This design comes from an exercise in tuning for small area on the open sky130 flow, not from production work. The RTL was checked by simulation tests, not by an equivalence proof against the original design. The flow treats the clock pin as an ideal source, which a real chip does not have. No activity file was given, so power comes from the tool's default toggle rates.

== build 40 ==
// game
module game (
    CLOCK_50, rst, KEY, SW,
    VGA_HS, VGA_VS, VGA_BLANK_N, VGA_SYNC_N, VGA_R, VGA_G, VGA_B,
    ps2_clk, ps2_data,
    HEX0, HEX1, HEX2, HEX3, HEX4, HEX5, HEX6, HEX7,
    LEDR,
    fb_we, fb_waddr, fb_wdata, fb_raddr, fb_rdata
    );
    parameter FAST_DIV   = 15;
    parameter SLOW_DIV   = 30;
    parameter SECOND_DIV = 249;
    input       CLOCK_50;
    input       rst;
    input       [17:0] SW;
    input       [3:0] KEY;
    input       ps2_clk;
    input       ps2_data;
    output [6:0] HEX0, HEX1, HEX2, HEX3, HEX4, HEX6, HEX5, HEX7;
    output [0:0] LEDR;
    output      VGA_HS;
    output      VGA_VS;
    output      VGA_BLANK_N;
    output      VGA_SYNC_N;
    output      [9:0] VGA_R;
    output      [9:0] VGA_G;
    output      [9:0] VGA_B;
    output      fb_we;
    output      [14:0] fb_waddr;
    output      [2:0] fb_wdata;
    output      [14:0] fb_raddr;
    input       [2:0] fb_rdata;
    wire w, a, s, d, up, left, down, right;
    wire [3:0] counter0, counter1, counter2, counter3;
    wire fast = counter1[0];
    wire mv_tick;
    wire p1Dead, p2Dead;
    wire dead = p1Dead | p2Dead;
    wire reposition = ~KEY[0] | dead;
    wire [7:0] t1x, t2x;
    wire [6:0] t1y, t2y;
    ps2_keyboard_min kbd (
        .clk(CLOCK_50), .rst(rst), .ps2_clk(ps2_clk), .ps2_data(ps2_data),
        .w(w), .a(a), .s(s), .d(d), .up(up), .left(left), .down(down), .right(right));
    game_timer timer (
        .clk(CLOCK_50), .rst(rst), .run(SW[17]),
        .counter0(counter0), .counter1(counter1), .counter2(counter2), .counter3(counter3));
    bcd_decoder hx0(counter0, HEX0);
    bcd_decoder hx1(counter1, HEX1);
    bcd_decoder hx2(counter2, HEX2);
    hex_decoder hx3(counter3, HEX3);
    move_divider mdiv (
        .clk(CLOCK_50), .rst(rst), .run(SW[17]), .fast(fast), .tick(mv_tick));
    player #(.X0(8'd25)) pl1 (
        .clk(CLOCK_50), .rst(rst), .tick(mv_tick), .reposition(reposition),
        .dir_keep(KEY[3] | dead),
        .keys({a | SW[12], s | SW[11], w | SW[10], d | SW[9]}),
        .x(t1x), .y(t1y));
    player #(.X0(8'd135)) pl2 (
        .clk(CLOCK_50), .rst(rst), .tick(mv_tick), .reposition(reposition),
        .dir_keep(KEY[3] | dead),
  ...
Size: ~1,200 cells after synthesis, roughly 150 I/O pins, roughly 8600 sq um of cells after synthesis.
export LEC_CHECK = 0
export ABC_AREA = 1
export CAP_MARGIN = 20
export CORE_MARGIN = 2
export CORE_UTILIZATION = 60
export PLACE_DENSITY = 0.6
export SLEW_MARGIN = 20
create_clock -name core_clock -period 8.0 [get_ports {CLOCK_50}]
standard.sh (not shown) runs the stock make flow with config.mk's settings and CLKGATE_MAP_FILE= SYNTH_SCRIPT=/design/flow/synth_recipe.tcl, a recipe that flattens the netlist after the stock synthesis.
==> flow/flow/run.sh <==
#!/bin/bash
# Standard synthesis, then the combinational logic between the registers is
# mapped again for area with ABC (registers untouched; several time limits
# and random seeds, the smallest result kept), then the standard layout with the smallest port
# buffers and a clock tree of clkbuf_8 without dummy loads (leaf buffers with
# light loads then made clkbuf_4, see post_cts.tcl).
# Each tool's output goes to a log file in this folder.
set -euo pipefail
HERE=$(pwd)
R=$HERE/orfs/results/sky130hd/game/base
LIB=$FLOW_HOME/platforms/sky130hd/lib/sky130_fd_sc_hd__tt_025C_1v80.lib

# 1. standard synthesis
bash standard.sh synth > synth.log 2>&1

# 2. area re-mapping of the combinational logic
cp $R/1_2_yosys.v $HERE/std_synth.v
DU=""
for c in $(sed -n '/^export DONT_USE_CELLS/,/^#/p' $FLOW_HOME/platforms/sky130hd/config.mk | grep -oE 'sky130_fd_sc_hd__[a-z0-9_]+'); do
  DU="$DU -dont_use $c"
done
SEQ=$(grep -oE '^\s*sky130_fd_sc_hd__[a-z0-9_]+' std_synth.v | sort -u | grep -E '__(e?dfx|dfr|dfs|dfb|sdf|dl|conb)' | tr '\n' ' ')
remap() {
  S=$1
  sed "s/@SEED@/${S#*_}/; s/@T@/${S%_*}/" flow/remap.abc > remap_$S.abc
  cat > remap_$S.ys <<YS
read_liberty -ignore_miss_func $LIB
read_verilog $HERE/std_synth.v
hierarchy -top game
blackbox $SEQ
flatten
opt_clean
read_liberty -lib -overwrite $LIB
abc -liberty $LIB $DU -script $HERE/remap_$S.abc
opt_clean -purge
splitnets
opt_clean -purge
hilomap -singleton -hicell sky130_fd_sc_hd__conb_1 HI -locell sky130_fd_sc_hd__conb_1 LO
insbuf -buf sky130_fd_sc_hd__buf_1 A X
opt_clean -purge
check -assert
tee -o $HERE/remap_$S.stat stat -liberty $LIB
write_verilog -noattr -nohex -nodec $HERE/remap_$S.v
YS
  yosys -s remap_$S.ys > remap_$S.log 2>&1 || true
}
# candidates T_SEED: ABC time limit T (s) and random seed SEED, four at a time
CANDS=""
for T in 40 60 80 100; do
  for G in "0 1 2 3" "4 5 6 7"; do
    for SD in $G; do remap ${T}_$SD & CANDS="$CANDS ${T}_$SD"; done; wait
  done
done
BEST=""; BESTA=""
for S in $CANDS; do
  [[ -f remap_$S.v && -f remap_$S.stat ]] || continue
  if grep -qE '^\s*assign\s+\S+\s*=.*>>' remap_$S.v; then continue; fi
  A=$(grep -oE 'Chip area for module .\\game.: [0-9.]+' remap_$S.stat | awk '{print $NF}')
  [[ -n "$A" ]] || continue
  echo "seed $S area $A" >> remap_choice.log
  if [[ -z "$BESTA" ]] || awk "BEGIN{exit !($A < $BESTA)}"; then BEST=$S; BESTA=$A; fi
done
echo "chosen seed $BEST area $BESTA" >> remap_choice.log
cp remap_$BEST.v $HERE/remap.v
cp remap.v $R/1_2_yosys.v
rm -f $R/1_synth.odb $R/1_synth.sdc

# 3. layout
export BUFFER_PORTS_ARGS="-buffer_cell sky130_fd_sc_hd__buf_1"
export POST_CTS_TCL=$HERE/flow/post_cts.tcl
export CTS_ARGS="-sink_clustering_enable -repair_clock_nets -buf_list sky130_fd_sc_hd__clkbuf_8 -dont_use_dummy_load"
bash standard.sh > layout.log 2>&1
==> flow/flow/post_cts.tcl <==
proc leaf_worst_slew {inst} {
  set worst 0.0
  set out [get_pins -of_objects $inst -filter "direction==output"]
  foreach p [get_pins -of_objects [get_nets -of_objects $out] -filter "direction==input"] {
    foreach e {rise fall} {
      foreach a {min max} {
        set s [get_property $p slew_${a}_$e]
        if {[string is double -strict $s]} { set worst [expr {max($worst, $s)}] }
      }
    }
  }
  return $worst
}
estimate_parasitics -placement
set small [get_lib_cells */sky130_fd_sc_hd__clkbuf_4]
set big [get_lib_cells */sky130_fd_sc_hd__clkbuf_8]
set limit [expr {95e-12 / [sta::time_ui_sta 1.0]}]
set n 0
foreach inst [get_cells clkbuf_*] {
  if {[get_property $inst ref_name] ne "sky130_fd_sc_hd__clkbuf_8"} { continue }
  set out [get_pins -of_objects $inst -filter "direction==output"]
  set loads [get_pins -of_objects [get_nets -of_objects $out] -filter "direction==input"]
  set ffs 0
  foreach p $loads { if {[get_property $p is_clock]} { incr ffs } }
  if {$ffs == 0} { continue }
  replace_cell $inst $small
  estimate_parasitics -placement
  set w [leaf_worst_slew $inst]
  if {$w > $limit} {
    replace_cell $inst $big
    estimate_parasitics -placement
  } else {
    incr n
  }
}
puts "post_cts: $n clock buffers made clkbuf_4"
==> flow/flow/remap.abc <==
strash
&get -n
&deepsyn -T @T@ -S @SEED@
&put
dch -f
amap
topo
Build 40: all stages complete, timing, DRC and antenna checks passed
Edits applied to the flow inputs when going from build 40 to build 30:
diff --git a/flow/flow/run.sh b/flow/flow/run.sh
--- a/flow/flow/run.sh
+++ b/flow/flow/run.sh
@@ -3,2 +3,2 @@
-# mapped again for area with ABC (registers untouched; several time limits
-# and random seeds, the smallest result kept), then the standard layout with the smallest port
+# mapped again for area with ABC (registers untouched; several random seeds,
+# the smallest result kept), then the standard layout with the smallest port
@@ -25 +25 @@
-  sed "s/@SEED@/${S#*_}/; s/@T@/${S%_*}/" flow/remap.abc > remap_$S.abc
+  sed "s/@SEED@/$S/" flow/remap.abc > remap_$S.abc
@@ -47,7 +47,4 @@
-# candidates T_SEED: ABC time limit T (s) and random seed SEED, four at a time
-CANDS=""
-for T in 40 60 80 100; do
-  for G in "0 1 2 3" "4 5 6 7"; do
-    for SD in $G; do remap ${T}_$SD & CANDS="$CANDS ${T}_$SD"; done; wait
-  done
-done
+for S in 0 1 2 3; do remap $S & done; wait
+for S in 4 5 6 7; do remap $S & done; wait
+for S in 8 9 10 11; do remap $S & done; wait
+for S in 12 13 14 15; do remap $S & done; wait
@@ -55 +52 @@
-for S in $CANDS; do
+for S in 0 1 2 3 4 5 6 7 8 9 10 11 12 13 14 15; do
==> flow/flow/remap.abc <==
strash
&get -n
&deepsyn -T 90 -S @SEED@
&put
dch -f
amap
topo
- Max first-pass GRT wire length across build 30 and build 40: build 30
- On multi-input logic portion of the cell area: build 30 sits above build 40.
- Compared with build 40, build 30 shows routed length per instance that has gone up by a few percent.
- On initial core utilization, build 30 and build 40 are neck and neck.
- Diff build 40 -> build 30 | hold slack | increase of 8.6 ps
- Build 30 vs build 40: setup slack up
- Taking build 40 as the reference, in build 30 proportion of layout cells with a drive suffix above 1 saw an increase; post-route standard cell area excluding fillers saw little to no change; post-place instance area saw little to no change; ratio of final minimum period to clock period saw a decrease.
- Internal power contribution was higher in the run labelled build 40.
Setup changes, build 30 to build 15
diff --git a/flow/flow/run.sh b/flow/flow/run.sh
--- a/flow/flow/run.sh
+++ b/flow/flow/run.sh
@@ -5,2 +5 @@
-# buffers and a clock tree of clkbuf_8 without dummy loads (leaf buffers with
-# light loads then made clkbuf_4, see post_cts.tcl).
+# buffers and a clock tree of clkbuf_8 without dummy loads.
@@ -49,2 +47,0 @@
-for S in 8 9 10 11; do remap $S & done; wait
-for S in 12 13 14 15; do remap $S & done; wait
@@ -52 +49 @@
-for S in 0 1 2 3 4 5 6 7 8 9 10 11 12 13 14 15; do
+for S in 0 1 2 3 4 5 6 7; do
@@ -67 +63,0 @@
-export POST_CTS_TCL=$HERE/flow/post_cts.tcl
==> flow/flow/remap.abc <==
strash
&get -n
&deepsyn -T 60 -S @SEED@
&put
dch -f
amap
topo
removed: flow/flow/post_cts.tcl
==> comparison <==
Build 30 → build 15: global-route wire length before repair lower; routed length on met1 fell by 590 um; number of non-clock buffers went down.

-- what the ideal ports hide --
In the flow no input, the clock included, has a driving cell. The finished layouts below were timed again as built, in two steps. Step 1: set_driving_cell puts a clkbuf_16 on CLOCK_50 and a buf_2 on each other input, an assumption about the parent block. Step 2, shift: input delay + t, output delay - t, t = (earliest + latest rising clock arrival at the registers) / 2. This alone moves slack from input paths to output paths. Three values: ideal ports, drivers, drivers and shift; two values: the first two.
run | t (ns) | slack for setup (ns) | hold WS [ns] | clock arrival spread, ns | worst register clock-pin slew, ns
build 40 | 0.475 | 2.922 / 2.888 / 3.363 | 0.334 / 0.334 / 0.334 | 0.028 / 0.028 | 0.09 / 0.09
build 30 | 0.484 | 2.958 / 2.920 / 3.404 | 0.343 / 0.343 / 0.343 | 0.027 / 0.027 | 0.09 / 0.09
build 15 | 0.485 | 3.067 / 3.027 / 3.323 | 0.340 / 0.340 / 0.340 | 0.032 / 0.033 | 0.10 / 0.10
After both steps setup and hold are still met in every run listed.
